This is an optimization exercise on Yosys and OpenROAD, whose aim is small area, not a production implementation.
Only simulation tests tie the RTL to the original design; equivalence was not proved.

==> design.v <==
`timescale 1ns / 1ps
module FFT_8pt(
    input clk, reset,
    input [11:0] real_in, imag_in,
    input [2:0] addr_real, addr_imag,
    input wr_en_real, wr_en_imag,
    output [23:0] fft_real_out, fft_imag_out
);
    reg [95:0] real_mem, imag_mem;
    reg [2:0] read_addr_real, read_addr_imag;
    integer a;
    always @(posedge clk) begin
        for (a = 0; a < 8; a = a + 1) begin
            if (wr_en_real && addr_real == a) real_mem[a*12 +: 12] <= {~real_in[11], real_in[10:0]};
            if (wr_en_imag && addr_imag == a) imag_mem[a*12 +: 12] <= {~imag_in[11], imag_in[10:0]};
        end
        if (!wr_en_real) read_addr_real <= addr_real;
        if (!wr_en_imag) read_addr_imag <= addr_imag;
    end
    wire [11:0] mr = real_mem[read_addr_real*12 +: 12];
    wire [11:0] mi = imag_mem[read_addr_imag*12 +: 12];
    reg [2:0] k;
    reg run;
    always @(posedge clk or posedge reset) begin
        if (reset) begin
            k <= 3'd0;
            run <= 1'b0;
        end else begin
            k <= k + 3'd1;
            if (k == 3'd7) run <= 1'b1;
        end
    end
    wire sw = k[0] & k[1];
    wire ng = k[2] & ~k[0];
    wire [11:0] cr = sw ? mi : (mr ^ {12{ng}});
    wire [11:0] ci = (sw ? mr : mi) ^ {12{sw | ng}};
    reg [11:0] rr [0:7];
    reg [11:0] ri [0:7];
    wire [11:0] er = run ? rr[0] : cr;
    wire [11:0] ei = run ? ri[0] : ci;
    integer q;
    always @(posedge clk) begin
        for (q = 0; q < 7; q = q + 1) begin
            rr[q] <= rr[q+1];
            ri[q] <= ri[q+1];
        end
        rr[7] <= er;
        ri[7] <= ei;
    end
    wire [2:0] j = k + 3'd1;
    wire [11:0] sr0 = rr[1];
    wire [11:0] sr1 = rr[2];
    wire [11:0] sr2 = rr[3];
    wire [11:0] sr3 = rr[4];
    wire [11:0] sr4 = rr[5];
    wire [11:0] sr5 = rr[6];
    wire [11:0] sr6 = rr[7];
    wire [11:0] sr7 = er;
    wire [11:0] si0 = ri[1];
    wire [11:0] si1 = ri[2];
    wire [11:0] si2 = ri[3];
    wire [11:0] si3 = ri[4];
    wire [11:0] si4 = ri[5];
    wire [11:0] si5 = ri[6];
    wire [11:0] si6 = ri[7];
    wire [11:0] si7 = ei;
    wire odd = j[0];
    wire sn = ~j[0] & (j[1] ^ j[2]);
    wire t1 = j[0] & ~j[1];
    wire t3 = j[0] & j[1];
    wire snt1 = (~j[0] & (j[1] ^ j[2])) | (j[0] & ~j[1]);
    wire snt3 = (~j[0] & (j[1] ^ j[2])) | (j[0] & j[1]);
    wire [7:0] tab_cb0r = 8'b11111010;
    wire cb0r = tab_cb0r[j];
    wire [7:0] tab_cb0i = 8'b11111010;
    wire cb0i = tab_cb0i[j];
    wire [7:0] tab_cb1r = 8'b10101010;
    wire cb1r = tab_cb1r[j];
    wire [7:0] tab_cb1i = 8'b11101110;
    wire cb1i = tab_cb1i[j];
    wire [7:0] tab_cb2r = 8'b10111110;
    wire cb2r = tab_cb2r[j];
    wire [7:0] tab_cb2i = 8'b10111110;
    wire cb2i = tab_cb2i[j];
    wire [7:0] tab_cb3r = 8'b10101010;
    wire cb3r = tab_cb3r[j];
    wire [7:0] tab_cb3i = 8'b10111011;
    wire cb3i = tab_cb3i[j];
    wire [7:0] tab_cc0r = 8'b01010100;
    wire cc0r = tab_cc0r[j];
    wire [7:0] tab_cc0i = 8'b01010100;
    wire cc0i = tab_cc0i[j];
    wire [7:0] tab_cc1r = 8'b11101110;
    wire cc1r = tab_cc1r[j];
    wire [7:0] tab_cc1i = 8'b01000100;
    wire cc1i = tab_cc1i[j];
    wire [3:0] kc;
    wire [7:0] tab_kc0 = 8'b00000100;
    assign kc[0] = tab_kc0[j];
    wire [7:0] tab_kc1 = 8'b10101010;
    assign kc[1] = tab_kc1[j];
    wire [7:0] tab_kc2 = 8'b01010101;
    assign kc[2] = tab_kc2[j];
    wire [7:0] tab_kc3 = 8'b00100110;
    assign kc[3] = tab_kc3[j];
    wire [23:0] yr, yi;
    wire w0, w1, w2, w3, w4, w5, w6, w7, w8, w9, w10, w11, w12, w13, w14, w15, w16, w17, w18, w19, w20, w21, w22, w23, w24, w25, w26, w27, w28, w29, w30, w31, w32, w33, w34, w35, w36, w37, w38, w39, w40, w41, w42, w43, w44, w45, w46, w47, w48, w49, w50, w51, w52, w53, w54, w55, w56, w57, w58, w59, w60, w61, w62, w63, w64, w65, w66, w67, w68, w69, w70, w71, w72, w73, w74, w75, w76, w77, w78, w79, w80, w81, w82, w83, w84, w85, w86, w87, w88, w89, w90, w91, w92, w93, w94, w95, w96, w97, w98, w99, w100, w101, w102, w103, w104, w105, w106, w107, w108, w109, w110, w111, w112, w113, w114, w115, w116, w117, w118, w119, w120, w121, w122, w123, w124, w125, w126, w127, w128, w129, w130, w131, w132, w133, w134, w135, w136, w137, w138, w139, w140, w141, w142, w143, w144, w145, w146, w147, w148, w149, w150, w151, w152, w153, w154, w155, w156, w157, w158, w159, w160, w161, w162, w163, w164, w165, w166, w167, w168, w169, w170, w171, w172, w173, w174, w175, w176, w177, w178, w179, w180, w181, w182, w183, w184, w185, w186, w187, w188, w189, w190, w191, w192, w193, w194, w195, w196, w197, w198, w199, w200, w201, w202, w203, w204, w205, w206, w207, w208, w209, w210, w211, w212, w213, w214, w215, w216, w217, w218, w219, w220, w221, w222, w223, w224, w225, w226, w227, w228, w229, w230, w231, w232, w233, w234, w235, w236, w237, w238, w239, w240, w241, w242, w243, w244, w245, w246, w247, w248, w249, w250, w251, w252, w253, w254, w255, w256, w257, w258, w259, w260, w261, w262, w263, w264, w265, w266, w267, w268, w269, w270, w271, w272, w273, w274, w275, w276, w277, w278, w279, w280, w281, w282, w283, w284, w285, w286, w287, w288, w289, w290, w291, w292, w293, w294, w295, w296, w297, w298, w299, w300, w301, w302, w303, w304, w305, w306, w307, w308, w309, w310, w311, w312, w313, w314, w315, w316, w317, w318, w319, w320, w321, w322, w323, w324, w325, w326, w327, w328, w329, w330, w331, w332, w333, w334, w335, w336, w337, w338, w339, w340, w341, w342, w343, w344, w345, w346, w347, w348, w349, w350, w351, w352, w353, w354, w355, w356, w357, w358, w359, w360, w361, w362, w363, w364, w365, w366, w367, w368, w369, w370, w371, w372, w373, w374, w375, w376, w377, w378, w379, w380, w381, w382, w383, w384, w385, w386, w387, w388, w389, w390, w391, w392, w393, w394, w395, w396, w397, w398, w399, w400, w401, w402, w403, w404, w405, w406, w407, w408, w409, w410, w411, w412, w413, w414, w415, w416, w417, w418, w419, w420, w421, w422, w423, w424, w425, w426, w427, w428, w429, w430, w431, w432, w433, w434, w435, w436, w437, w438, w439, w440, w441, w442, w443, w444, w445, w446, w447, w448, w449, w450, w451, w452, w453, w454, w455, w456, w457, w458, w459, w460, w461, w462, w463, w464, w465, w466, w467, w468, w469, w470, w471, w472, w473, w474, w475, w476, w477, w478, w479, w480, w481, w482, w483, w484, w485, w486, w487, w488, w489, w490, w491, w492, w493, w494, w495, w496, w497, w498, w499, w500, w501, w502, w503, w504, w505, w506, w507, w508, w509, w510, w511, w512, w513, w514, w515, w516, w517, w518, w519, w520, w521, w522, w523, w524, w525, w526, w527, w528, w529, w530, w531, w532, w533, w534, w535, w536, w537, w538, w539, w540, w541, w542, w543, w544, w545, w546, w547, w548, w549, w550, w551, w552, w553, w554, w555, w556, w557, w558, w559, w560, w561, w562, w563, w564, w565, w566, w567, w568, w569, w570, w571, w572, w573, w574, w575, w576, w577, w578, w579, w580, w581, w582, w583, w584, w585, w586, w587, w588, w589, w590, w591, w592, w593, w594, w595, w596, w597, w598, w599, w600, w601, w602, w603, w604, w605, w606, w607, w608, w609, w610, w611, w612, w613, w614, w615, w616, w617, w618, w619, w620, w621, w622, w623, w624, w625, w626, w627, w628, w629, w630, w631, w632, w633, w634, w635, w636, w637, w638, w639, w640, w641, w642, w643, w644, w645, w646, w647, w648, w649, w650, w651, w652, w653, w654, w655, w656, w657, w658, w659, w660, w661, w662, w663, w664, w665, w666, w667, w668, w669, w670, w671, w672, w673, w674, w675, w676, w677, w678, w679, w680, w681, w682, w683, w684, w685, w686, w687, w688, w689, w690, w691, w692, w693, w694, w695, w696, w697, w698, w699, w700, w701, w702, w703, w704, w705, w706, w707, w708, w709, w710, w711, w712, w713, w714, w715, w716, w717, w718, w719, w720, w721, w722, w723, w724, w725, w726, w727, w728, w729, w730, w731, w732, w733, w734, w735, w736, w737, w738, w739, w740, w741, w742, w743, w744, w745, w746, w747, w748, w749, w750, w751, w752, w753, w754, w755, w756, w757, w758, w759, w760, w761, w762, w763, w764, w765, w766, w767, w768, w769, w770, w771, w772, w773, w774, w775, w776, w777, w778, w779, w780, w781, w782, w783, w784, w785, w786, w787, w788, w789, w790, w791, w792, w793, w794, w795, w796, w797, w798, w799, w800, w801, w802, w803, w804, w805, w806, w807, w808, w809, w810, w811, w812, w813, w814, w815, w816, w817, w818, w819, w820, w821, w822, w823, w824, w825, w826, w827, w828, w829, w830, w831, w832, w833, w834, w835, w836, w837, w838, w839, w840, w841, w842, w843, w844, w845, w846, w847, w848, w849, w850, w851, w852, w853, w854, w855, w856, w857, w858, w859, w860, w861, w862, w863, w864, w865, w866, w867, w868, w869, w870, w871, w872, w873, w874, w875, w876, w877, w878, w879, w880, w881, w882, w883, w884, w885, w886, w887, w888, w889, w890;
    assign w0 = ~sr4[0];
    assign w1 = ~sr4[1];
    assign w2 = ~sr4[2];
    assign w3 = ~sr4[3];
    assign w4 = ~sr4[4];
    assign w5 = ~sr4[5];
    assign w6 = ~sr4[6];
    assign w7 = ~sr4[7];
    assign w8 = ~sr4[8];
    assign w9 = ~sr4[9];
    assign w10 = ~sr4[10];
    assign w11 = ~sr4[11];
    fft_fa uw12 (.a(sr0[0]), .b(w0), .c(cb0r), .s(w12), .co(w13));
    fft_fa uw14 (.a(sr0[1]), .b(w1), .c(w13), .s(w14), .co(w15));
    fft_fa uw16 (.a(sr0[2]), .b(w2), .c(w15), .s(w16), .co(w17));
    fft_fa uw18 (.a(sr0[3]), .b(w3), .c(w17), .s(w18), .co(w19));
    fft_fa uw20 (.a(sr0[4]), .b(w4), .c(w19), .s(w20), .co(w21));
    fft_fa uw22 (.a(sr0[5]), .b(w5), .c(w21), .s(w22), .co(w23));
    fft_fa uw24 (.a(sr0[6]), .b(w6), .c(w23), .s(w24), .co(w25));
    fft_fa uw26 (.a(sr0[7]), .b(w7), .c(w25), .s(w26), .co(w27));
    fft_fa uw28 (.a(sr0[8]), .b(w8), .c(w27), .s(w28), .co(w29));
    fft_fa uw30 (.a(sr0[9]), .b(w9), .c(w29), .s(w30), .co(w31));
    fft_fa uw32 (.a(sr0[10]), .b(w10), .c(w31), .s(w32), .co(w33));
    fft_fa uw34 (.a(sr0[11]), .b(w11), .c(w33), .s(w34), .co(w35));
    fft_fa uw36 (.a(sr1[0]), .b(sr5[0]), .c(cb1r), .s(w36), .co(w37));
    fft_fa uw38 (.a(sr1[1]), .b(sr5[1]), .c(w37), .s(w38), .co(w39));
    fft_fa uw40 (.a(sr1[2]), .b(sr5[2]), .c(w39), .s(w40), .co(w41));
    fft_fa uw42 (.a(sr1[3]), .b(sr5[3]), .c(w41), .s(w42), .co(w43));
    fft_fa uw44 (.a(sr1[4]), .b(sr5[4]), .c(w43), .s(w44), .co(w45));
    fft_fa uw46 (.a(sr1[5]), .b(sr5[5]), .c(w45), .s(w46), .co(w47));
    fft_fa uw48 (.a(sr1[6]), .b(sr5[6]), .c(w47), .s(w48), .co(w49));
    fft_fa uw50 (.a(sr1[7]), .b(sr5[7]), .c(w49), .s(w50), .co(w51));
    fft_fa uw52 (.a(sr1[8]), .b(sr5[8]), .c(w51), .s(w52), .co(w53));
    fft_fa uw54 (.a(sr1[9]), .b(sr5[9]), .c(w53), .s(w54), .co(w55));
    fft_fa uw56 (.a(sr1[10]), .b(sr5[10]), .c(w55), .s(w56), .co(w57));
    fft_fa uw58 (.a(sr1[11]), .b(sr5[11]), .c(w57), .s(w58), .co(w59));
    assign w60 = ~sr6[0];
    assign w61 = ~sr6[1];
    assign w62 = ~sr6[2];
    assign w63 = ~sr6[3];
    assign w64 = ~sr6[4];
    assign w65 = ~sr6[5];
    assign w66 = ~sr6[6];
    assign w67 = ~sr6[7];
    assign w68 = ~sr6[8];
    assign w69 = ~sr6[9];
    assign w70 = ~sr6[10];
    assign w71 = ~sr6[11];
    fft_fa uw72 (.a(sr2[0]), .b(w60), .c(cb2r), .s(w72), .co(w73));
    fft_fa uw74 (.a(sr2[1]), .b(w61), .c(w73), .s(w74), .co(w75));
    fft_fa uw76 (.a(sr2[2]), .b(w62), .c(w75), .s(w76), .co(w77));
    fft_fa uw78 (.a(sr2[3]), .b(w63), .c(w77), .s(w78), .co(w79));
    fft_fa uw80 (.a(sr2[4]), .b(w64), .c(w79), .s(w80), .co(w81));
    fft_fa uw82 (.a(sr2[5]), .b(w65), .c(w81), .s(w82), .co(w83));
    fft_fa uw84 (.a(sr2[6]), .b(w66), .c(w83), .s(w84), .co(w85));
    fft_fa uw86 (.a(sr2[7]), .b(w67), .c(w85), .s(w86), .co(w87));
    fft_fa uw88 (.a(sr2[8]), .b(w68), .c(w87), .s(w88), .co(w89));
    fft_fa uw90 (.a(sr2[9]), .b(w69), .c(w89), .s(w90), .co(w91));
    fft_fa uw92 (.a(sr2[10]), .b(w70), .c(w91), .s(w92), .co(w93));
    fft_fa uw94 (.a(sr2[11]), .b(w71), .c(w93), .s(w94), .co(w95));
    fft_fa uw96 (.a(sr3[0]), .b(sr7[0]), .c(cb3r), .s(w96), .co(w97));
    fft_fa uw98 (.a(sr3[1]), .b(sr7[1]), .c(w97), .s(w98), .co(w99));
    fft_fa uw100 (.a(sr3[2]), .b(sr7[2]), .c(w99), .s(w100), .co(w101));
    fft_fa uw102 (.a(sr3[3]), .b(sr7[3]), .c(w101), .s(w102), .co(w103));
    fft_fa uw104 (.a(sr3[4]), .b(sr7[4]), .c(w103), .s(w104), .co(w105));
    fft_fa uw106 (.a(sr3[5]), .b(sr7[5]), .c(w105), .s(w106), .co(w107));
    fft_fa uw108 (.a(sr3[6]), .b(sr7[6]), .c(w107), .s(w108), .co(w109));
    fft_fa uw110 (.a(sr3[7]), .b(sr7[7]), .c(w109), .s(w110), .co(w111));
    fft_fa uw112 (.a(sr3[8]), .b(sr7[8]), .c(w111), .s(w112), .co(w113));
    fft_fa uw114 (.a(sr3[9]), .b(sr7[9]), .c(w113), .s(w114), .co(w115));
    fft_fa uw116 (.a(sr3[10]), .b(sr7[10]), .c(w115), .s(w116), .co(w117));
    fft_fa uw118 (.a(sr3[11]), .b(sr7[11]), .c(w117), .s(w118), .co(w119));
    assign w120 = ~si4[0];
    assign w121 = ~si4[1];
    assign w122 = ~si4[2];
    assign w123 = ~si4[3];
    assign w124 = ~si4[4];
    assign w125 = ~si4[5];
    assign w126 = ~si4[6];
    assign w127 = ~si4[7];
    assign w128 = ~si4[8];
    assign w129 = ~si4[9];
    assign w130 = ~si4[10];
    assign w131 = ~si4[11];
    fft_fa uw132 (.a(si0[0]), .b(w120), .c(cb0i), .s(w132), .co(w133));
    fft_fa uw134 (.a(si0[1]), .b(w121), .c(w133), .s(w134), .co(w135));
    fft_fa uw136 (.a(si0[2]), .b(w122), .c(w135), .s(w136), .co(w137));
    fft_fa uw138 (.a(si0[3]), .b(w123), .c(w137), .s(w138), .co(w139));
    fft_fa uw140 (.a(si0[4]), .b(w124), .c(w139), .s(w140), .co(w141));
    fft_fa uw142 (.a(si0[5]), .b(w125), .c(w141), .s(w142), .co(w143));
    fft_fa uw144 (.a(si0[6]), .b(w126), .c(w143), .s(w144), .co(w145));
    fft_fa uw146 (.a(si0[7]), .b(w127), .c(w145), .s(w146), .co(w147));
    fft_fa uw148 (.a(si0[8]), .b(w128), .c(w147), .s(w148), .co(w149));
    fft_fa uw150 (.a(si0[9]), .b(w129), .c(w149), .s(w150), .co(w151));
    fft_fa uw152 (.a(si0[10]), .b(w130), .c(w151), .s(w152), .co(w153));
    fft_fa uw154 (.a(si0[11]), .b(w131), .c(w153), .s(w154), .co(w155));
    fft_fa uw156 (.a(si1[0]), .b(si5[0]), .c(cb1i), .s(w156), .co(w157));
    fft_fa uw158 (.a(si1[1]), .b(si5[1]), .c(w157), .s(w158), .co(w159));
    fft_fa uw160 (.a(si1[2]), .b(si5[2]), .c(w159), .s(w160), .co(w161));
    fft_fa uw162 (.a(si1[3]), .b(si5[3]), .c(w161), .s(w162), .co(w163));
    fft_fa uw164 (.a(si1[4]), .b(si5[4]), .c(w163), .s(w164), .co(w165));
    fft_fa uw166 (.a(si1[5]), .b(si5[5]), .c(w165), .s(w166), .co(w167));
    fft_fa uw168 (.a(si1[6]), .b(si5[6]), .c(w167), .s(w168), .co(w169));
    fft_fa uw170 (.a(si1[7]), .b(si5[7]), .c(w169), .s(w170), .co(w171));
    fft_fa uw172 (.a(si1[8]), .b(si5[8]), .c(w171), .s(w172), .co(w173));
    fft_fa uw174 (.a(si1[9]), .b(si5[9]), .c(w173), .s(w174), .co(w175));
    fft_fa uw176 (.a(si1[10]), .b(si5[10]), .c(w175), .s(w176), .co(w177));
    fft_fa uw178 (.a(si1[11]), .b(si5[11]), .c(w177), .s(w178), .co(w179));
    assign w180 = ~si6[0];
    assign w181 = ~si6[1];
    assign w182 = ~si6[2];
    assign w183 = ~si6[3];
    assign w184 = ~si6[4];
    assign w185 = ~si6[5];
    assign w186 = ~si6[6];
    assign w187 = ~si6[7];
    assign w188 = ~si6[8];
    assign w189 = ~si6[9];
    assign w190 = ~si6[10];
    assign w191 = ~si6[11];
    fft_fa uw192 (.a(si2[0]), .b(w180), .c(cb2i), .s(w192), .co(w193));
    fft_fa uw194 (.a(si2[1]), .b(w181), .c(w193), .s(w194), .co(w195));
    fft_fa uw196 (.a(si2[2]), .b(w182), .c(w195), .s(w196), .co(w197));
    fft_fa uw198 (.a(si2[3]), .b(w183), .c(w197), .s(w198), .co(w199));
    fft_fa uw200 (.a(si2[4]), .b(w184), .c(w199), .s(w200), .co(w201));
    fft_fa uw202 (.a(si2[5]), .b(w185), .c(w201), .s(w202), .co(w203));
    fft_fa uw204 (.a(si2[6]), .b(w186), .c(w203), .s(w204), .co(w205));
    fft_fa uw206 (.a(si2[7]), .b(w187), .c(w205), .s(w206), .co(w207));
    fft_fa uw208 (.a(si2[8]), .b(w188), .c(w207), .s(w208), .co(w209));
    fft_fa uw210 (.a(si2[9]), .b(w189), .c(w209), .s(w210), .co(w211));
    fft_fa uw212 (.a(si2[10]), .b(w190), .c(w211), .s(w212), .co(w213));
    fft_fa uw214 (.a(si2[11]), .b(w191), .c(w213), .s(w214), .co(w215));
    fft_fa uw216 (.a(si3[0]), .b(si7[0]), .c(cb3i), .s(w216), .co(w217));
    fft_fa uw218 (.a(si3[1]), .b(si7[1]), .c(w217), .s(w218), .co(w219));
    fft_fa uw220 (.a(si3[2]), .b(si7[2]), .c(w219), .s(w220), .co(w221));
    fft_fa uw222 (.a(si3[3]), .b(si7[3]), .c(w221), .s(w222), .co(w223));
    fft_fa uw224 (.a(si3[4]), .b(si7[4]), .c(w223), .s(w224), .co(w225));
    fft_fa uw226 (.a(si3[5]), .b(si7[5]), .c(w225), .s(w226), .co(w227));
    fft_fa uw228 (.a(si3[6]), .b(si7[6]), .c(w227), .s(w228), .co(w229));
    fft_fa uw230 (.a(si3[7]), .b(si7[7]), .c(w229), .s(w230), .co(w231));
    fft_fa uw232 (.a(si3[8]), .b(si7[8]), .c(w231), .s(w232), .co(w233));
    fft_fa uw234 (.a(si3[9]), .b(si7[9]), .c(w233), .s(w234), .co(w235));
    fft_fa uw236 (.a(si3[10]), .b(si7[10]), .c(w235), .s(w236), .co(w237));
    fft_fa uw238 (.a(si3[11]), .b(si7[11]), .c(w237), .s(w238), .co(w239));
    fft_fa uw240 (.a(w12), .b(w72), .c(cc0r), .s(w240), .co(w241));
    fft_fa uw242 (.a(w14), .b(w74), .c(w241), .s(w242), .co(w243));
    fft_fa uw244 (.a(w16), .b(w76), .c(w243), .s(w244), .co(w245));
    fft_fa uw246 (.a(w18), .b(w78), .c(w245), .s(w246), .co(w247));
    fft_fa uw248 (.a(w20), .b(w80), .c(w247), .s(w248), .co(w249));
    fft_fa uw250 (.a(w22), .b(w82), .c(w249), .s(w250), .co(w251));
    fft_fa uw252 (.a(w24), .b(w84), .c(w251), .s(w252), .co(w253));
    fft_fa uw254 (.a(w26), .b(w86), .c(w253), .s(w254), .co(w255));
    fft_fa uw256 (.a(w28), .b(w88), .c(w255), .s(w256), .co(w257));
    fft_fa uw258 (.a(w30), .b(w90), .c(w257), .s(w258), .co(w259));
    fft_fa uw260 (.a(w32), .b(w92), .c(w259), .s(w260), .co(w261));
    fft_fa uw262 (.a(w34), .b(w94), .c(w261), .s(w262), .co(w263));
    fft_fa uw264 (.a(w35), .b(w95), .c(w263), .s(w264), .co(w265));
    fft_fa uw266 (.a(w132), .b(w192), .c(cc0i), .s(w266), .co(w267));
    fft_fa uw268 (.a(w134), .b(w194), .c(w267), .s(w268), .co(w269));
    fft_fa uw270 (.a(w136), .b(w196), .c(w269), .s(w270), .co(w271));
    fft_fa uw272 (.a(w138), .b(w198), .c(w271), .s(w272), .co(w273));
    fft_fa uw274 (.a(w140), .b(w200), .c(w273), .s(w274), .co(w275));
    fft_fa uw276 (.a(w142), .b(w202), .c(w275), .s(w276), .co(w277));
    fft_fa uw278 (.a(w144), .b(w204), .c(w277), .s(w278), .co(w279));
    fft_fa uw280 (.a(w146), .b(w206), .c(w279), .s(w280), .co(w281));
    fft_fa uw282 (.a(w148), .b(w208), .c(w281), .s(w282), .co(w283));
    fft_fa uw284 (.a(w150), .b(w210), .c(w283), .s(w284), .co(w285));
    fft_fa uw286 (.a(w152), .b(w212), .c(w285), .s(w286), .co(w287));
    fft_fa uw288 (.a(w154), .b(w214), .c(w287), .s(w288), .co(w289));
    fft_fa uw290 (.a(w155), .b(w215), .c(w289), .s(w290), .co(w291));
    assign w292 = ~w216;
    assign w293 = ~w218;
    assign w294 = ~w220;
    assign w295 = ~w222;
    assign w296 = ~w224;
    assign w297 = ~w226;
    assign w298 = ~w228;
    assign w299 = ~w230;
    assign w300 = ~w232;
    assign w301 = ~w234;
    assign w302 = ~w236;
    assign w303 = ~w238;
    assign w304 = ~w239;
    fft_fa uw305 (.a(w36), .b(w292), .c(cc1r), .s(w305), .co(w306));
    fft_fa uw307 (.a(w38), .b(w293), .c(w306), .s(w307), .co(w308));
    fft_fa uw309 (.a(w40), .b(w294), .c(w308), .s(w309), .co(w310));
    fft_fa uw311 (.a(w42), .b(w295), .c(w310), .s(w311), .co(w312));
    fft_fa uw313 (.a(w44), .b(w296), .c(w312), .s(w313), .co(w314));
    fft_fa uw315 (.a(w46), .b(w297), .c(w314), .s(w315), .co(w316));
    fft_fa uw317 (.a(w48), .b(w298), .c(w316), .s(w317), .co(w318));
    fft_fa uw319 (.a(w50), .b(w299), .c(w318), .s(w319), .co(w320));
    fft_fa uw321 (.a(w52), .b(w300), .c(w320), .s(w321), .co(w322));
    fft_fa uw323 (.a(w54), .b(w301), .c(w322), .s(w323), .co(w324));
    fft_fa uw325 (.a(w56), .b(w302), .c(w324), .s(w325), .co(w326));
    fft_fa uw327 (.a(w58), .b(w303), .c(w326), .s(w327), .co(w328));
    fft_fa uw329 (.a(w59), .b(w304), .c(w328), .s(w329), .co(w330));
    fft_fa uw331 (.a(w156), .b(w96), .c(cc1i), .s(w331), .co(w332));
    fft_fa uw333 (.a(w158), .b(w98), .c(w332), .s(w333), .co(w334));
    fft_fa uw335 (.a(w160), .b(w100), .c(w334), .s(w335), .co(w336));
    fft_fa uw337 (.a(w162), .b(w102), .c(w336), .s(w337), .co(w338));
    fft_fa uw339 (.a(w164), .b(w104), .c(w338), .s(w339), .co(w340));
    fft_fa uw341 (.a(w166), .b(w106), .c(w340), .s(w341), .co(w342));
    fft_fa uw343 (.a(w168), .b(w108), .c(w342), .s(w343), .co(w344));
    fft_fa uw345 (.a(w170), .b(w110), .c(w344), .s(w345), .co(w346));
    fft_fa uw347 (.a(w172), .b(w112), .c(w346), .s(w347), .co(w348));
    fft_fa uw349 (.a(w174), .b(w114), .c(w348), .s(w349), .co(w350));
    fft_fa uw351 (.a(w176), .b(w116), .c(w350), .s(w351), .co(w352));
    fft_fa uw353 (.a(w178), .b(w118), .c(w352), .s(w353), .co(w354));
    fft_fa uw355 (.a(w179), .b(w119), .c(w354), .s(w355), .co(w356));
    assign w357 = t1 ? w331 : w305;
    assign w358 = w357 ^ sn;
    assign w359 = t1 ? w333 : w307;
    assign w360 = w359 ^ sn;
    assign w361 = t1 ? w335 : w309;
    assign w362 = w361 ^ sn;
    assign w363 = t1 ? w337 : w311;
    assign w364 = w363 ^ sn;
    assign w365 = t1 ? w339 : w313;
    assign w366 = w365 ^ sn;
    assign w367 = t1 ? w341 : w315;
    assign w368 = w367 ^ sn;
    assign w369 = t1 ? w343 : w317;
    assign w370 = w369 ^ sn;
    assign w371 = t1 ? w345 : w319;
    assign w372 = w371 ^ sn;
    assign w373 = t1 ? w347 : w321;
    assign w374 = w373 ^ sn;
    assign w375 = t1 ? w349 : w323;
    assign w376 = w375 ^ sn;
    assign w377 = t1 ? w351 : w325;
    assign w378 = w377 ^ sn;
    assign w379 = t1 ? w353 : w327;
    assign w380 = w379 ^ sn;
    assign w381 = t1 ? w355 : w329;
    assign w382 = w381 ^ sn;
    assign w383 = t1 ? w356 : w330;
    assign w384 = w383 ^ sn;
    assign w385 = t1 ? w305 : w331;
    assign w386 = w385 ^ snt1;
    assign w387 = t1 ? w307 : w333;
    assign w388 = w387 ^ snt1;
    assign w389 = t1 ? w309 : w335;
    assign w390 = w389 ^ snt1;
    assign w391 = t1 ? w311 : w337;
    assign w392 = w391 ^ snt1;
    assign w393 = t1 ? w313 : w339;
    assign w394 = w393 ^ snt1;
    assign w395 = t1 ? w315 : w341;
    assign w396 = w395 ^ snt1;
    assign w397 = t1 ? w317 : w343;
    assign w398 = w397 ^ snt1;
    assign w399 = t1 ? w319 : w345;
    assign w400 = w399 ^ snt1;
    assign w401 = t1 ? w321 : w347;
    assign w402 = w401 ^ snt1;
    assign w403 = t1 ? w323 : w349;
    assign w404 = w403 ^ snt1;
    assign w405 = t1 ? w325 : w351;
    assign w406 = w405 ^ snt1;
    assign w407 = t1 ? w327 : w353;
    assign w408 = w407 ^ snt1;
    assign w409 = t1 ? w329 : w355;
    assign w410 = w409 ^ snt1;
    assign w411 = t1 ? w330 : w356;
    assign w412 = w411 ^ snt1;
    assign w413 = w240 ^ sn;
    assign w414 = w242 ^ sn;
    assign w415 = w244 ^ sn;
    assign w416 = w246 ^ sn;
    assign w417 = w248 ^ sn;
    assign w418 = w250 ^ sn;
    assign w419 = w252 ^ sn;
    assign w420 = w254 ^ sn;
    assign w421 = w256 ^ sn;
    assign w422 = w258 ^ sn;
    assign w423 = w260 ^ sn;
    assign w424 = w262 ^ sn;
    assign w425 = w264 ^ sn;
    assign w426 = w265 ^ sn;
    assign w427 = w266 & odd;
    assign w428 = w427 ^ t3;
    assign w429 = w268 & odd;
    assign w430 = w429 ^ t3;
    assign w431 = w270 & odd;
    assign w432 = w431 ^ t3;
    assign w433 = w272 & odd;
    assign w434 = w433 ^ t3;
    assign w435 = w274 & odd;
    assign w436 = w435 ^ t3;
    assign w437 = w276 & odd;
    assign w438 = w437 ^ t3;
    assign w439 = w278 & odd;
    assign w440 = w439 ^ t3;
    assign w441 = w280 & odd;
    assign w442 = w441 ^ t3;
    assign w443 = w282 & odd;
    assign w444 = w443 ^ t3;
    assign w445 = w284 & odd;
    assign w446 = w445 ^ t3;
    assign w447 = w286 & odd;
    assign w448 = w447 ^ t3;
    assign w449 = w288 & odd;
    assign w450 = w449 ^ t3;
    assign w451 = w290 & odd;
    assign w452 = w451 ^ t3;
    assign w453 = w291 & odd;
    assign w454 = w453 ^ t3;
    fft_fa uw455 (.a(w413), .b(w428), .c(snt3), .s(w455), .co(w456));
    fft_fa uw457 (.a(w414), .b(w430), .c(w456), .s(w457), .co(w458));
    fft_fa uw459 (.a(w415), .b(w432), .c(w458), .s(w459), .co(w460));
    fft_fa uw461 (.a(w416), .b(w434), .c(w460), .s(w461), .co(w462));
    fft_fa uw463 (.a(w417), .b(w436), .c(w462), .s(w463), .co(w464));
    fft_fa uw465 (.a(w418), .b(w438), .c(w464), .s(w465), .co(w466));
    fft_fa uw467 (.a(w419), .b(w440), .c(w466), .s(w467), .co(w468));
    fft_fa uw469 (.a(w420), .b(w442), .c(w468), .s(w469), .co(w470));
    fft_fa uw471 (.a(w421), .b(w444), .c(w470), .s(w471), .co(w472));
    fft_fa uw473 (.a(w422), .b(w446), .c(w472), .s(w473), .co(w474));
    fft_fa uw475 (.a(w423), .b(w448), .c(w474), .s(w475), .co(w476));
    fft_fa uw477 (.a(w424), .b(w450), .c(w476), .s(w477), .co(w478));
    fft_fa uw479 (.a(w425), .b(w452), .c(w478), .s(w479), .co(w480));
    fft_fa uw481 (.a(w426), .b(w454), .c(w480), .s(w481), .co(w482));
    assign w483 = w266 ^ sn;
    assign w484 = w268 ^ sn;
    assign w485 = w270 ^ sn;
    assign w486 = w272 ^ sn;
    assign w487 = w274 ^ sn;
    assign w488 = w276 ^ sn;
    assign w489 = w278 ^ sn;
    assign w490 = w280 ^ sn;
    assign w491 = w282 ^ sn;
    assign w492 = w284 ^ sn;
    assign w493 = w286 ^ sn;
    assign w494 = w288 ^ sn;
    assign w495 = w290 ^ sn;
    assign w496 = w291 ^ sn;
    assign w497 = w240 & odd;
    assign w498 = w497 ^ t1;
    assign w499 = w242 & odd;
    assign w500 = w499 ^ t1;
    assign w501 = w244 & odd;
    assign w502 = w501 ^ t1;
    assign w503 = w246 & odd;
    assign w504 = w503 ^ t1;
    assign w505 = w248 & odd;
    assign w506 = w505 ^ t1;
    assign w507 = w250 & odd;
    assign w508 = w507 ^ t1;
    assign w509 = w252 & odd;
    assign w510 = w509 ^ t1;
    assign w511 = w254 & odd;
    assign w512 = w511 ^ t1;
    assign w513 = w256 & odd;
    assign w514 = w513 ^ t1;
    assign w515 = w258 & odd;
    assign w516 = w515 ^ t1;
    assign w517 = w260 & odd;
    assign w518 = w517 ^ t1;
    assign w519 = w262 & odd;
    assign w520 = w519 ^ t1;
    assign w521 = w264 & odd;
    assign w522 = w521 ^ t1;
    assign w523 = w265 & odd;
    assign w524 = w523 ^ t1;
    fft_fa uw525 (.a(w483), .b(w498), .c(snt1), .s(w525), .co(w526));
    fft_fa uw527 (.a(w484), .b(w500), .c(w526), .s(w527), .co(w528));
    fft_fa uw529 (.a(w485), .b(w502), .c(w528), .s(w529), .co(w530));
    fft_fa uw531 (.a(w486), .b(w504), .c(w530), .s(w531), .co(w532));
    fft_fa uw533 (.a(w487), .b(w506), .c(w532), .s(w533), .co(w534));
    fft_fa uw535 (.a(w488), .b(w508), .c(w534), .s(w535), .co(w536));
    fft_fa uw537 (.a(w489), .b(w510), .c(w536), .s(w537), .co(w538));
    fft_fa uw539 (.a(w490), .b(w512), .c(w538), .s(w539), .co(w540));
    fft_fa uw541 (.a(w491), .b(w514), .c(w540), .s(w541), .co(w542));
    fft_fa uw543 (.a(w492), .b(w516), .c(w542), .s(w543), .co(w544));
    fft_fa uw545 (.a(w493), .b(w518), .c(w544), .s(w545), .co(w546));
    fft_fa uw547 (.a(w494), .b(w520), .c(w546), .s(w547), .co(w548));
    fft_fa uw549 (.a(w495), .b(w522), .c(w548), .s(w549), .co(w550));
    fft_fa uw551 (.a(w496), .b(w524), .c(w550), .s(w551), .co(w552));
    assign w553 = w455 & odd;
    assign w554 = w457 & odd;
    assign w555 = w459 & odd;
    assign w556 = w461 & odd;
    assign w557 = w463 & odd;
    assign w558 = w465 & odd;
    assign w559 = w467 & odd;
    assign w560 = w469 & odd;
    assign w561 = w471 & odd;
    assign w562 = w473 & odd;
    assign w563 = w475 & odd;
    assign w564 = w477 & odd;
    assign w565 = w479 & odd;
    assign w566 = w481 & odd;
    assign w567 = w482 & odd;
    fft_ha uw568 (.a(w555), .b(w553), .s(w568), .co(w569));
    fft_fa uw570 (.a(w556), .b(w554), .c(w569), .s(w570), .co(w571));
    fft_fa uw572 (.a(w557), .b(w555), .c(w571), .s(w572), .co(w573));
    fft_fa uw574 (.a(w558), .b(w556), .c(w573), .s(w574), .co(w575));
    fft_fa uw576 (.a(w559), .b(w557), .c(w575), .s(w576), .co(w577));
    fft_fa uw578 (.a(w560), .b(w558), .c(w577), .s(w578), .co(w579));
    fft_fa uw580 (.a(w561), .b(w559), .c(w579), .s(w580), .co(w581));
    fft_fa uw582 (.a(w562), .b(w560), .c(w581), .s(w582), .co(w583));
    fft_fa uw584 (.a(w563), .b(w561), .c(w583), .s(w584), .co(w585));
    fft_fa uw586 (.a(w564), .b(w562), .c(w585), .s(w586), .co(w587));
    fft_fa uw588 (.a(w565), .b(w563), .c(w587), .s(w588), .co(w589));
    fft_fa uw590 (.a(w566), .b(w564), .c(w589), .s(w590), .co(w591));
    fft_fa uw592 (.a(w567), .b(w565), .c(w591), .s(w592), .co(w593));
    fft_ha uw594 (.a(w566), .b(w593), .s(w594), .co(w595));
    fft_ha uw596 (.a(w567), .b(w595), .s(w596), .co(w597));
    assign w598 = ~w553;
    assign w599 = ~w554;
    assign w600 = ~w568;
    assign w601 = ~w570;
    assign w602 = ~w572;
    assign w603 = ~w574;
    assign w604 = ~w576;
    assign w605 = ~w578;
    assign w606 = ~w580;
    assign w607 = ~w582;
    assign w608 = ~w584;
    assign w609 = ~w586;
    assign w610 = ~w588;
    assign w611 = ~w590;
    assign w612 = ~w592;
    assign w613 = ~w594;
    assign w614 = ~w596;
    assign w615 = ~w597;
    assign w616 = ~(w572 ^ w598);
    assign w617 = w572 | w598;
    fft_fa uw618 (.a(w574), .b(w599), .c(w617), .s(w618), .co(w619));
    fft_fa uw620 (.a(w576), .b(w600), .c(w619), .s(w620), .co(w621));
    fft_fa uw622 (.a(w578), .b(w601), .c(w621), .s(w622), .co(w623));
    fft_fa uw624 (.a(w358), .b(w455), .c(w580), .s(w624), .co(w625));
    fft_fa uw626 (.a(w602), .b(kc[0]), .c(w623), .s(w626), .co(w627));
    fft_fa uw628 (.a(w360), .b(w457), .c(w582), .s(w628), .co(w629));
    fft_fa uw630 (.a(w603), .b(w625), .c(w627), .s(w630), .co(w631));
    fft_fa uw632 (.a(w362), .b(w459), .c(w584), .s(w632), .co(w633));
    fft_fa uw634 (.a(w604), .b(w629), .c(w631), .s(w634), .co(w635));
    fft_fa uw636 (.a(w364), .b(w461), .c(w586), .s(w636), .co(w637));
    fft_fa uw638 (.a(w605), .b(w633), .c(w635), .s(w638), .co(w639));
    fft_fa uw640 (.a(w366), .b(w463), .c(w588), .s(w640), .co(w641));
    fft_fa uw642 (.a(w606), .b(w637), .c(w639), .s(w642), .co(w643));
    fft_fa uw644 (.a(w368), .b(w465), .c(w590), .s(w644), .co(w645));
    fft_fa uw646 (.a(w607), .b(w641), .c(w643), .s(w646), .co(w647));
    fft_fa uw648 (.a(w370), .b(w467), .c(w592), .s(w648), .co(w649));
    fft_fa uw650 (.a(w608), .b(kc[1]), .c(w645), .s(w650), .co(w651));
    fft_fa uw652 (.a(w647), .b(w648), .c(w650), .s(w652), .co(w653));
    fft_fa uw654 (.a(w372), .b(w469), .c(w594), .s(w654), .co(w655));
    fft_fa uw656 (.a(w609), .b(kc[1]), .c(w649), .s(w656), .co(w657));
    fft_fa uw658 (.a(w651), .b(w653), .c(w654), .s(w658), .co(w659));
    fft_fa uw660 (.a(w374), .b(w471), .c(w596), .s(w660), .co(w661));
    fft_fa uw662 (.a(w610), .b(w655), .c(w657), .s(w662), .co(w663));
    fft_fa uw664 (.a(w659), .b(w660), .c(w662), .s(w664), .co(w665));
    fft_fa uw666 (.a(w376), .b(w473), .c(w597), .s(w666), .co(w667));
    fft_fa uw668 (.a(w611), .b(kc[1]), .c(w661), .s(w668), .co(w669));
    fft_fa uw670 (.a(w663), .b(w665), .c(w666), .s(w670), .co(w671));
    fft_fa uw672 (.a(w378), .b(w475), .c(w612), .s(w672), .co(w673));
    fft_fa uw674 (.a(w667), .b(w669), .c(w671), .s(w674), .co(w675));
    fft_fa uw676 (.a(w380), .b(w477), .c(w613), .s(w676), .co(w677));
    fft_fa uw678 (.a(w673), .b(w675), .c(w676), .s(w678), .co(w679));
    fft_fa uw680 (.a(w382), .b(w479), .c(w614), .s(w680), .co(w681));
    fft_fa uw682 (.a(kc[1]), .b(w677), .c(w679), .s(w682), .co(w683));
    fft_fa uw684 (.a(w384), .b(w481), .c(w615), .s(w684), .co(w685));
    fft_fa uw686 (.a(kc[1]), .b(w681), .c(w683), .s(w686), .co(w687));
    fft_fa uw688 (.a(w482), .b(kc[1]), .c(w685), .s(w688), .co(w689));
    fft_ha uw690 (.a(w624), .b(w626), .s(w690), .co(w691));
    fft_fa uw692 (.a(w628), .b(w630), .c(w691), .s(w692), .co(w693));
    fft_fa uw694 (.a(w632), .b(w634), .c(w693), .s(w694), .co(w695));
    fft_fa uw696 (.a(w636), .b(w638), .c(w695), .s(w696), .co(w697));
    fft_fa uw698 (.a(w640), .b(w642), .c(w697), .s(w698), .co(w699));
    fft_fa uw700 (.a(w644), .b(w646), .c(w699), .s(w700), .co(w701));
    fft_ha uw702 (.a(w652), .b(w701), .s(w702), .co(w703));
    fft_fa uw704 (.a(w656), .b(w658), .c(w703), .s(w704), .co(w705));
    fft_ha uw706 (.a(w664), .b(w705), .s(w706), .co(w707));
    fft_fa uw708 (.a(w668), .b(w670), .c(w707), .s(w708), .co(w709));
    fft_fa uw710 (.a(w672), .b(w674), .c(w709), .s(w710), .co(w711));
    fft_ha uw712 (.a(w678), .b(w711), .s(w712), .co(w713));
    fft_fa uw714 (.a(w680), .b(w682), .c(w713), .s(w714), .co(w715));
    fft_fa uw716 (.a(w684), .b(w686), .c(w715), .s(w716), .co(w717));
    fft_fa uw718 (.a(w687), .b(w688), .c(w717), .s(w718), .co(w719));
    fft_fa uw720 (.a(kc[2]), .b(w689), .c(w719), .s(w720), .co(w721));
    assign w722 = w525 & odd;
    assign w723 = w527 & odd;
    assign w724 = w529 & odd;
    assign w725 = w531 & odd;
    assign w726 = w533 & odd;
    assign w727 = w535 & odd;
    assign w728 = w537 & odd;
    assign w729 = w539 & odd;
    assign w730 = w541 & odd;
    assign w731 = w543 & odd;
    assign w732 = w545 & odd;
    assign w733 = w547 & odd;
    assign w734 = w549 & odd;
    assign w735 = w551 & odd;
    assign w736 = w552 & odd;
    fft_ha uw737 (.a(w724), .b(w722), .s(w737), .co(w738));
    fft_fa uw739 (.a(w725), .b(w723), .c(w738), .s(w739), .co(w740));
    fft_fa uw741 (.a(w726), .b(w724), .c(w740), .s(w741), .co(w742));
    fft_fa uw743 (.a(w727), .b(w725), .c(w742), .s(w743), .co(w744));
    fft_fa uw745 (.a(w728), .b(w726), .c(w744), .s(w745), .co(w746));
    fft_fa uw747 (.a(w729), .b(w727), .c(w746), .s(w747), .co(w748));
    fft_fa uw749 (.a(w730), .b(w728), .c(w748), .s(w749), .co(w750));
    fft_fa uw751 (.a(w731), .b(w729), .c(w750), .s(w751), .co(w752));
    fft_fa uw753 (.a(w732), .b(w730), .c(w752), .s(w753), .co(w754));
    fft_fa uw755 (.a(w733), .b(w731), .c(w754), .s(w755), .co(w756));
    fft_fa uw757 (.a(w734), .b(w732), .c(w756), .s(w757), .co(w758));
    fft_fa uw759 (.a(w735), .b(w733), .c(w758), .s(w759), .co(w760));
    fft_fa uw761 (.a(w736), .b(w734), .c(w760), .s(w761), .co(w762));
    fft_ha uw763 (.a(w735), .b(w762), .s(w763), .co(w764));
    fft_ha uw765 (.a(w736), .b(w764), .s(w765), .co(w766));
    assign w767 = ~w722;
    assign w768 = ~w723;
    assign w769 = ~w737;
    assign w770 = ~w739;
    assign w771 = ~w741;
    assign w772 = ~w743;
    assign w773 = ~w745;
    assign w774 = ~w747;
    assign w775 = ~w749;
    assign w776 = ~w751;
    assign w777 = ~w753;
    assign w778 = ~w755;
    assign w779 = ~w757;
    assign w780 = ~w759;
    assign w781 = ~w761;
    assign w782 = ~w763;
    assign w783 = ~w765;
    assign w784 = ~w766;
    assign w785 = ~(w741 ^ w767);
    assign w786 = w741 | w767;
    fft_fa uw787 (.a(w743), .b(w768), .c(w786), .s(w787), .co(w788));
    fft_fa uw789 (.a(w745), .b(w769), .c(w788), .s(w789), .co(w790));
    fft_fa uw791 (.a(w747), .b(w770), .c(w790), .s(w791), .co(w792));
    fft_fa uw793 (.a(w386), .b(w525), .c(w749), .s(w793), .co(w794));
    fft_fa uw795 (.a(w771), .b(kc[3]), .c(w792), .s(w795), .co(w796));
    fft_fa uw797 (.a(w388), .b(w527), .c(w751), .s(w797), .co(w798));
    fft_fa uw799 (.a(w772), .b(w794), .c(w796), .s(w799), .co(w800));
    fft_fa uw801 (.a(w390), .b(w529), .c(w753), .s(w801), .co(w802));
    fft_fa uw803 (.a(w773), .b(w798), .c(w800), .s(w803), .co(w804));
    fft_fa uw805 (.a(w392), .b(w531), .c(w755), .s(w805), .co(w806));
    fft_fa uw807 (.a(w774), .b(w802), .c(w804), .s(w807), .co(w808));
    fft_fa uw809 (.a(w394), .b(w533), .c(w757), .s(w809), .co(w810));
    fft_fa uw811 (.a(w775), .b(w806), .c(w808), .s(w811), .co(w812));
    fft_fa uw813 (.a(w396), .b(w535), .c(w759), .s(w813), .co(w814));
    fft_fa uw815 (.a(w776), .b(w810), .c(w812), .s(w815), .co(w816));
    fft_fa uw817 (.a(w398), .b(w537), .c(w761), .s(w817), .co(w818));
    fft_fa uw819 (.a(w777), .b(kc[1]), .c(w814), .s(w819), .co(w820));
    fft_fa uw821 (.a(w816), .b(w817), .c(w819), .s(w821), .co(w822));
    fft_fa uw823 (.a(w400), .b(w539), .c(w763), .s(w823), .co(w824));
    fft_fa uw825 (.a(w778), .b(kc[1]), .c(w818), .s(w825), .co(w826));
    fft_fa uw827 (.a(w820), .b(w822), .c(w823), .s(w827), .co(w828));
    fft_fa uw829 (.a(w402), .b(w541), .c(w765), .s(w829), .co(w830));
    fft_fa uw831 (.a(w779), .b(w824), .c(w826), .s(w831), .co(w832));
    fft_fa uw833 (.a(w828), .b(w829), .c(w831), .s(w833), .co(w834));
    fft_fa uw835 (.a(w404), .b(w543), .c(w766), .s(w835), .co(w836));
    fft_fa uw837 (.a(w780), .b(kc[1]), .c(w830), .s(w837), .co(w838));
    fft_fa uw839 (.a(w832), .b(w834), .c(w835), .s(w839), .co(w840));
    fft_fa uw841 (.a(w406), .b(w545), .c(w781), .s(w841), .co(w842));
    fft_fa uw843 (.a(w836), .b(w838), .c(w840), .s(w843), .co(w844));
    fft_fa uw845 (.a(w408), .b(w547), .c(w782), .s(w845), .co(w846));
    fft_fa uw847 (.a(w842), .b(w844), .c(w845), .s(w847), .co(w848));
    fft_fa uw849 (.a(w410), .b(w549), .c(w783), .s(w849), .co(w850));
    fft_fa uw851 (.a(kc[1]), .b(w846), .c(w848), .s(w851), .co(w852));
    fft_fa uw853 (.a(w412), .b(w551), .c(w784), .s(w853), .co(w854));
    fft_fa uw855 (.a(kc[1]), .b(w850), .c(w852), .s(w855), .co(w856));
    fft_fa uw857 (.a(w552), .b(kc[1]), .c(w854), .s(w857), .co(w858));
    fft_ha uw859 (.a(w793), .b(w795), .s(w859), .co(w860));
    fft_fa uw861 (.a(w797), .b(w799), .c(w860), .s(w861), .co(w862));
    fft_fa uw863 (.a(w801), .b(w803), .c(w862), .s(w863), .co(w864));
    fft_fa uw865 (.a(w805), .b(w807), .c(w864), .s(w865), .co(w866));
    fft_fa uw867 (.a(w809), .b(w811), .c(w866), .s(w867), .co(w868));
    fft_fa uw869 (.a(w813), .b(w815), .c(w868), .s(w869), .co(w870));
    fft_ha uw871 (.a(w821), .b(w870), .s(w871), .co(w872));
    fft_fa uw873 (.a(w825), .b(w827), .c(w872), .s(w873), .co(w874));
    fft_ha uw875 (.a(w833), .b(w874), .s(w875), .co(w876));
    fft_fa uw877 (.a(w837), .b(w839), .c(w876), .s(w877), .co(w878));
    fft_fa uw879 (.a(w841), .b(w843), .c(w878), .s(w879), .co(w880));
    fft_ha uw881 (.a(w847), .b(w880), .s(w881), .co(w882));
    fft_fa uw883 (.a(w849), .b(w851), .c(w882), .s(w883), .co(w884));
    fft_fa uw885 (.a(w853), .b(w855), .c(w884), .s(w885), .co(w886));
    fft_fa uw887 (.a(w856), .b(w857), .c(w886), .s(w887), .co(w888));
    fft_fa uw889 (.a(kc[2]), .b(w858), .c(w888), .s(w889), .co(w890));
    assign yr[0] = w553;
    assign yr[1] = w554;
    assign yr[2] = w568;
    assign yr[3] = w570;
    assign yr[4] = w616;
    assign yr[5] = w618;
    assign yr[6] = w620;
    assign yr[7] = w622;
    assign yr[8] = w690;
    assign yr[9] = w692;
    assign yr[10] = w694;
    assign yr[11] = w696;
    assign yr[12] = w698;
    assign yr[13] = w700;
    assign yr[14] = w702;
    assign yr[15] = w704;
    assign yr[16] = w706;
    assign yr[17] = w708;
    assign yr[18] = w710;
    assign yr[19] = w712;
    assign yr[20] = w714;
    assign yr[21] = w716;
    assign yr[22] = w718;
    assign yr[23] = w720;
    assign yi[0] = w722;
    assign yi[1] = w723;
    assign yi[2] = w737;
    assign yi[3] = w739;
    assign yi[4] = w785;
    assign yi[5] = w787;
    assign yi[6] = w789;
    assign yi[7] = w791;
    assign yi[8] = w859;
    assign yi[9] = w861;
    assign yi[10] = w863;
    assign yi[11] = w865;
    assign yi[12] = w867;
    assign yi[13] = w869;
    assign yi[14] = w871;
    assign yi[15] = w873;
    assign yi[16] = w875;
    assign yi[17] = w877;
    assign yi[18] = w879;
    assign yi[19] = w881;
    assign yi[20] = w883;
    assign yi[21] = w885;
    assign yi[22] = w887;
    assign yi[23] = w889;
    reg [23:0] out_r, out_i;
    always @(posedge clk) begin
        out_r <= yr;
        out_i <= yi;
    end
    assign fft_real_out = out_r;
    assign fft_imag_out = out_i;
endmodule
module fft_fa(input a, b, c, output s, co);
    assign s = a ^ b ^ c;
    assign co = (a & b) | (a & c) | (b & c);
endmodule
module fft_ha(input a, b, output s, co);
    assign s = a ^ b;
    assign co = a & b;
endmodule
==> flow/run.sh <==
#!/bin/bash
# Standard layout, with two changes: ports are buffered with the smallest
# buffer, and the clock tree uses larger sink clusters and no dummy loads.
set -euo pipefail
export BUFFER_PORTS_ARGS="-buffer_cell sky130_fd_sc_hd__buf_1"
export CTS_ARGS="-sink_clustering_enable -repair_clock_nets -dont_use_dummy_load -sink_clustering_size 24 -sink_clustering_max_diameter 100 -buf_list {sky130_fd_sc_hd__clkbuf_8 sky130_fd_sc_hd__clkbuf_16}"
bash standard.sh > standard.log 2>&1
==> standard.sh <==
#!/bin/bash
# synth_recipe.tcl (not shown) runs the flow's synth.tcl, then flattens the netlist and writes it again
# the make line also repeats each setting of config.mk as NAME=value (left out here)
make -C /OpenROAD-flow-scripts/flow DESIGN_CONFIG=/design/flow/config.mk WORK_HOME=/design/flow/orfs CLKGATE_MAP_FILE= SYNTH_SCRIPT=/design/flow/synth_recipe.tcl "${@:-finish}"
==> config.mk <==
export PLATFORM = sky130hd
export DESIGN_NAME = FFT_8pt
export DESIGN_NICKNAME = FFT_8pt
export VERILOG_FILES = /design/flow/design.v
export SDC_FILE = /design/flow/constraint.sdc
export NUM_CORES = 4
export LEC_CHECK = 0
export CAP_MARGIN = 20
export CORE_MARGIN = 2
export CORE_UTILIZATION = 80
export SLEW_MARGIN = 20
export SYNTH_HIERARCHICAL = 1
==> constraint.sdc <==
create_clock -name core_clock -period 16.0 [get_ports {clk}]
set_input_delay 3.2000 -clock core_clock [delete_from_list [all_inputs] [get_ports {clk}]]
set_output_delay 3.2000 -clock core_clock [all_outputs]
set_load 0.01 [all_outputs]
==> results of run 1 <==
## stage by stage
stage	instance area, um^2	setup slack [ps]	utilization [%]	hold WS (ps)
2_1_floorplan	21550	1291	-	330.8
3_3_place_gp	22280	1114	83.37	333.8
3_5_place_dp	22280	819.4	83.37	336.3
4_1_cts	22830	736.9	85.43	348.0
5_1_grt	22830	262.4	85.43	353.9
6_report	22830	732.3	85.43	341.2
## layer usage
| metal | wire (um) | vias to the layer above | share of wire [%] | GRT usage, % |
|---|---|---|---|---|
| met5 | 0 | - | 0 | 0 |
| met4 | 1358 | 0 | 3.1 | 10.16 |
| met3 | 2379 | 64 | 5.4 | 3.949 |
| met2 | 23330 | 453 | 53 | 58.14 |
| met1 | 16610 | 5536 | 38 | 43.38 |
| li1 | - | 4418 | - | - |
## per-module statistics from Yosys (local to each module, per instance)
module / flip-flops and latches / area [um^2] / cells
FFT_8pt: 442 / 15450 / 974
fft_fa: 0 / 20.02 / 1
fft_ha: 0 / 12.51 / 1
## kinds of logic after synthesis
logic type	after synthesis	share of synthesized area, %
simple gates	135	3.210
flops	442	50.34
buf+inv	151	2.966
mux	128	9.880
compound gates	12	0.8359
xor+xnor	97	3.942
fa+ha+maj	319	28.83
## cells in the mapped netlist
cell type | count | share of area [%]
buf_6 | 5 | 0.26
mux4_2 | 46 | 4.8
nor3_1 | 15 | 0.35
or2_2 | 1 | 0.029
mux2i_1 | 55 | 2.6
buf_12 | 1 | 0.093
dfrtp_1 | 4 | 0.46
nor3_2 | 1 | 0.046
mux2_2 | 1 | 0.052
a221oi_2 | 12 | 0.84
buf_2 | 12 | 0.28
buf_1 | 4 | 0.070
nor2b_1 | 53 | 1.5
xor2_1 | 15 | 0.61
mux2i_4 | 17 | 1.8
dfxtp_1 | 240 | 22
nand2b_1 | 10 | 0.29
clkbuf_1 | 19 | 0.33
inv_1 | 109 | 1.9
edfxtp_1 | 198 | 28
mux4_1 | 2 | 0.24
buf_4 | 1 | 0.035
xnor2_1 | 82 | 3.3
nand2_1 | 42 | 0.73
nor2_1 | 13 | 0.23
mux2i_2 | 7 | 0.45
fa_1 | 296 | 27
ha_1 | 23 | 1.3
## flip-flops by register name (all words and copies together), names as in the netlist
register        cells
k                   3
ri                 96
out_i              24
read_addr_real      3
imag_mem           96
real_mem           96
run                 1
rr                 96
read_addr_imag      3
out_r              24
## worst register-to-register path, delay by kind of cell (launching register included)
family                     cells  cell delay [ps]
xor gates and xnor gates       1              250
adders and majority gates     32            13710
DFF                            1              500
muxes                          1              360
and+or+nand+nor                2              300
## area by class of cell
cell class	count	area [um^2]	area share [%]
tap	341	426.7	1.869
clock buffer	22	550.5	2.411
timing repair buffer	110	521.8	2.285
multi-input combinational	691	10070	44.12
inverter	109	409.1	1.792
sequential	442	10850	47.52
## worst paths after layout
path | endpoint | slack, ps | start
max | out_r[23] | 730 | k[0]
min | ri[6][7] | 340 | ri[7][7]
max reg2reg | out_r[23] | 730 | k[0]
min reg2reg | ri[6][7] | 340 | ri[7][7]
max in group asynchronous | k[2] | 13330 | reset
min in group asynchronous | k[0] | 2500 | reset
==> flow_summary.ini, run 1 <==
[setup_path]
critPathMaxStageDelay_ps = 560
critical_path.most_common_cell = fa_1
startpoint_class_of_the_critical_path = register
worstPathBufferInverterCount = 0
worst_path_dominant_cell_family = adder cells
ff2ff_path_depth = 36
worst_ep_required_time_ps = 16400
number_of_logic_stages_on_the_critical_path_including_buffering = 36
worstPathMaxFanout = 7
setup.worst_path.class = reg2reg
crit_path_end_kind = register
cp_slowest_cell = fa_1
arrival_time_at_the_worst_endpoint_ps = 15670

[placed_design]
placed_cell_count = 1693
globalplace.congestion = 0.8692
port_buffers = 81
dp_hpwl_um = 31930

[clock_tree]
clock_tree.buffer_depth = 3
tritoncts.num_buffers = 22
clk_latency_ps = 550
cts_max_level = 1
clk_transition_reported_paths_ps = 100
cts.repair_timing.setup_buffer_count = 0
cts.sinks = 442
postCtsResizedCells = 0
cts_tree = yes
clock_tree.root_cell = clkbuf_16
cts.hold.buffers_added = 0

[yosys]
synth_fp_nets = 1637
ys_seq_area_share_pct = 50.34
synth.cell_area_um2 = 21550
synth.ff_latch_count = 442
syn_area_per_cell_um2 = 16.79
ys.warnings.count = 9
gate_count_post_synth = 1284
synth_cell_types = 28

[finish]
flow.area_growth_from_synthesis_pct = 5.927
filler_cell_count = 1176
most-common-layout-cells = fa_1, dfxtp_1, edfxtp_1
antenna-diode-count = 0
layout_commonest_cell = fa_1
layoutNonFillerInstCount = 1715
layout-drive-gt1-share_pct = 10.19
finalNetCount = 1729

[timing]
timing_worst_slew_pin_value_ps = 1040
setup_viol_count_final = 0
slew_headroom_pct = 30.12
layout_min_cycle_time_ps = 15270
skew_ps = 46.40
timing.fmax_mhz = 65.50
final.setup.tns_ps = 0
final.period_utilization_pct = 95.42
grt_setup_unrepaired = false
timing_max_transition_violations_final = 0
hold_viol_final = 0

[detailed_routing]
drt_iter0_drc = 833
viasPerCell = 6.106
routed_wl_um = 43670
antenna_left = 0
number_of_search_and_repair_iterations_in_the_first_detailed_routing_pass = 5
detail_route.drc_violations = 0
detail_route.wl_per_cell_um = 25.46
via_count = 10470

[grt]
grt_antenna_before_repair = 0
first_global_vias = 11890
globalRouteOverflowTotal = 0
grt.total_usage_pct = 32.70
grt_max_degree = 43
grt_pass1_wl_um = 67560

[floorplanning]
fp.dieArea_um2 = 28270
boundaryPins = 82
placementRows = 60
die_x_um = 168.1
core_um2 = 26730
floorplan.initialDensity_pct = 80.65
floorplan.die.height_um = 168.1

[hold_path]
whs_path_depth = 0
hold_path_class = reg2reg

[run_status]
run_status = finished clean

[flow_run]
timing.max_cap.violations = 0
==> inputs of run 2 (changes only) <==
==> flow/run.sh (replaced) <==
#!/bin/bash
# Standard layout, with two changes: ports are buffered with the smallest
# buffer, and the clock tree uses larger sink clusters and no dummy loads.
set -euo pipefail
export BUFFER_PORTS_ARGS="-buffer_cell sky130_fd_sc_hd__buf_1"
export CTS_ARGS="-sink_clustering_enable -repair_clock_nets -dont_use_dummy_load -sink_clustering_size 24 -sink_clustering_max_diameter 120"
bash standard.sh > standard.log 2>&1
--- a/config.mk
+++ b/config.mk
@@ -7,6 +7,6 @@
 export LEC_CHECK = 0
 export CAP_MARGIN = 20
 export CORE_MARGIN = 2
-export CORE_UTILIZATION = 80
+export CORE_UTILIZATION = 65
 export SLEW_MARGIN = 20
 export SYNTH_HIERARCHICAL = 1
==> run 2 against run 1 <==
Against the previous run:
- global-route usage shrank 8.8 points
- fmax is 0.58% higher
- worst hold slack worse by 16 ps
- via count shrank 6.9%
- flip-flop and latch count did not move
- register-to-register slack improved by 90 ps
- area after synthesis is the same
==> flow_summary.ini, run 2 <==
[yosys]
postSynth.asyncResetShare_pct = 0.9050
netlist.top_cell.by_area = edfxtp_1
synth_cell_types = 28
syn_area_per_cell_um2 = 16.79
post-synth-top-count-cell = fa_1
ys_seq_area_share_pct = 50.34
synth.cell_area_um2 = 21550
ys.warnings.count = 9
gate_count_post_synth = 1284
dominantRegCellSynth = dfxtp_1
synth.ff_latch_count = 442
synthDominantCellAreaShare_pct = 27.58
synth_edf_count = 198
synth_commonest_cells = fa_1, dfxtp_1, edfxtp_1, inv_1, xnor2_1
synthTopCellsByArea = edfxtp_1, fa_1, dfxtp_1, mux4_2, xnor2_1
synth_fp_nets = 1637

[clock_tree]
clk_transition_reported_paths_ps = 90
cts_max_level = 1
cts_tree = yes
cts.sinks = 442
postCtsResizedCells = 0
cts.hold.buffers_added = 0
clk_latency_ps = 560
clock_tree.root_cell = clkbuf_16
tritoncts.num_buffers = 22
cts.repair_timing.setup_buffer_count = 0
clock_tree.buffer_depth = 3

[setup_path]
worstPathMaxFanout = 6
setup.worst_path.class = reg2reg
worstPathBufferInverterCount = 0
critPathMaxStageDelay_ps = 560
cp_slowest_cell = fa_1
startpoint_class_of_the_critical_path = register
worst_path_dominant_cell_family = adder cells
arrival_time_at_the_worst_endpoint_ps = 15560
crit_path_end_kind = register
critical_path.most_common_cell = fa_1
worst_ep_required_time_ps = 16380

[detailed_routing]
detail_route.wl_per_cell_um = 21.12
routed_wl_um = 38350
drt_iter0_drc = 498
viasPerCell = 5.369
antenna_left = 0
via_count = 9750
detail_route.drc_violations = 0
number_of_search_and_repair_iterations_in_the_first_detailed_routing_pass = 5

[timing]
hold_viol_final = 0
final.setup.tns_ps = 0
slew_headroom_pct = 34.71
timing_max_transition_violations_final = 0
skew_ps = 62.39
timing.fmax_mhz = 65.88
final.period_utilization_pct = 94.87
grt_setup_unrepaired = false
setup_viol_count_final = 0
layout_min_cycle_time_ps = 15180
timing_worst_slew_pin_value_ps = 979.3

[floorplanning]
floorplan.die.height_um = 186.1
core_um2 = 32620
boundaryPins = 82
die_x_um = 186.1
placementRows = 66
floorplan.initialDensity_pct = 66.08
fp.dieArea_um2 = 34630

[finish]
most-common-layout-cells = fa_1, dfxtp_1, edfxtp_1
layoutNonFillerInstCount = 1816
finalNetCount = 1729
flow.area_growth_from_synthesis_pct = 6.513
layout-drive-gt1-share_pct = 10.19
filler_cell_count = 2192
post-route-util_pct = 70.38
layout_commonest_cell = fa_1
antenna-diode-count = 0

[grt]
grt_max_degree = 43
grt_antenna_before_repair = 0
globalRouteOverflowTotal = 0
first_global_vias = 10930
grt_pass1_wl_um = 60610
grt.total_usage_pct = 23.90

[flow_run]
timing.max_cap.violations = 0

[placed_design]
dp_hpwl_um = 30050
globalplace.congestion = 0.8262
port_buffers = 81
placed_cell_count = 1794

[run_status]
run_status = finished clean

[hold_path]
hold_path_class = reg2reg
[run 2: cell type report]
class,count,area [um^2],area share [%]
flip-flops and latches,442,10850,47.26
multi-input cells,691,10070,43.88
well taps,442,553.0,2.409
clock buffers,22,550.5,2.398
repair buffers,110,521.8,2.273
inverters,109,409.1,1.782
[run 2: metal layers]
layer	share of wire (%)	vias up	GRT usage [%]
li1	-	4415	-
met1	43	5121	32.70
met2	52	170	41.77
met3	3.0	44	2.602
met4	2.7	0	5.858
met5	0	-	0
[run 2: path summary, 6_finish.rpt]
check / to / cells after the start / start / slack (ps)
setup / recovery: out_r[23] / 36 / k[0] / 820
hold / removal: rr[4][6] / 0 / rr[5][6] / 320
min in group asynchronous: run / 2 / reset / 2490
setup reg to reg: out_r[23] / 36 / k[0] / 820
hold reg to reg: rr[4][6] / 0 / rr[5][6] / 320
max in group asynchronous: k[2] / 2 / reset / 13310
[run 2: logic make-up (layout without fill, tap and decap cells)]
family,count (synthesis),after routing,synth area share (%)
adder cells (fa/ha/maj),319,319,28.83
flip-flops,442,442,50.34
AND/OR/NAND/NOR,135,135,3.210
AO/OA/AOI/OAI,12,12,0.8359
XOR/XNOR,97,97,3.942
multiplexers,128,128,9.880
buffers and inverters,151,241,2.966
[run 2: per-module statistics from Yosys (local to each module, per instance)]
| module | flops+latches | cells |
|---|---|---|
| FFT_8pt | 442 | 974 |
| fft_fa | 0 | 1 |
| fft_ha | 0 | 1 |
[run 2: worst register-to-register path: cells and delay by family (launching register included)]
| family | cells | cell delay (ps) |
|---|---|---|
| AND/OR/NAND/NOR | 2 | 290 |
| adder cells (fa/ha/maj) | 32 | 13710 |
| multiplexers | 1 | 370 |
| XOR/XNOR | 1 | 170 |
| flip-flops | 1 | 480 |
[run 2: metrics by stage]
step | setup WS, ps | hold slack [ps] | cell area [um^2]
after detailed placement | 913.1 | 334.9 | 22410
final | 820.8 | 324.8 | 22960
after floorplan | 1291 | 330.8 | 21550
after CTS | 793.0 | 313.8 | 22960
after global routing | 337.7 | 327.0 | 22960
after global placement | 1081 | 335.1 | 22410

what the ideal ports hide:
The flow's constraints put no driver on any port. The routed layouts listed below were extracted and timed again, unchanged, in two steps.
Step 1, drivers: a clkbuf_16 drives clk and a buf_2 each remaining input, both assumed.
Step 2 adds t to the input delays and takes it off the output delays; t is the mean of the earliest and latest rising clock arrival at the registers after step 1. Input paths then give back, and output paths get back, about the clock's delay inside the block.
Three values: ideal ports, drivers, drivers and shift; two values: the first two.
run | t, ns | slack for setup (ns) | hold WS [ns] | latest minus earliest clock arrival (ns) | cell pins on the clock port's net
run 1 | 0.580 | 0.732 / 0.732 / 0.732 | 0.341 / 0.341 / 0.341 | 0.046 / 0.047 | 1
run 2 | 0.580 | 0.821 / 0.821 / 0.821 | 0.325 / 0.325 / 0.325 | 0.064 / 0.064 | 1
After both steps every run listed still meets setup and hold.
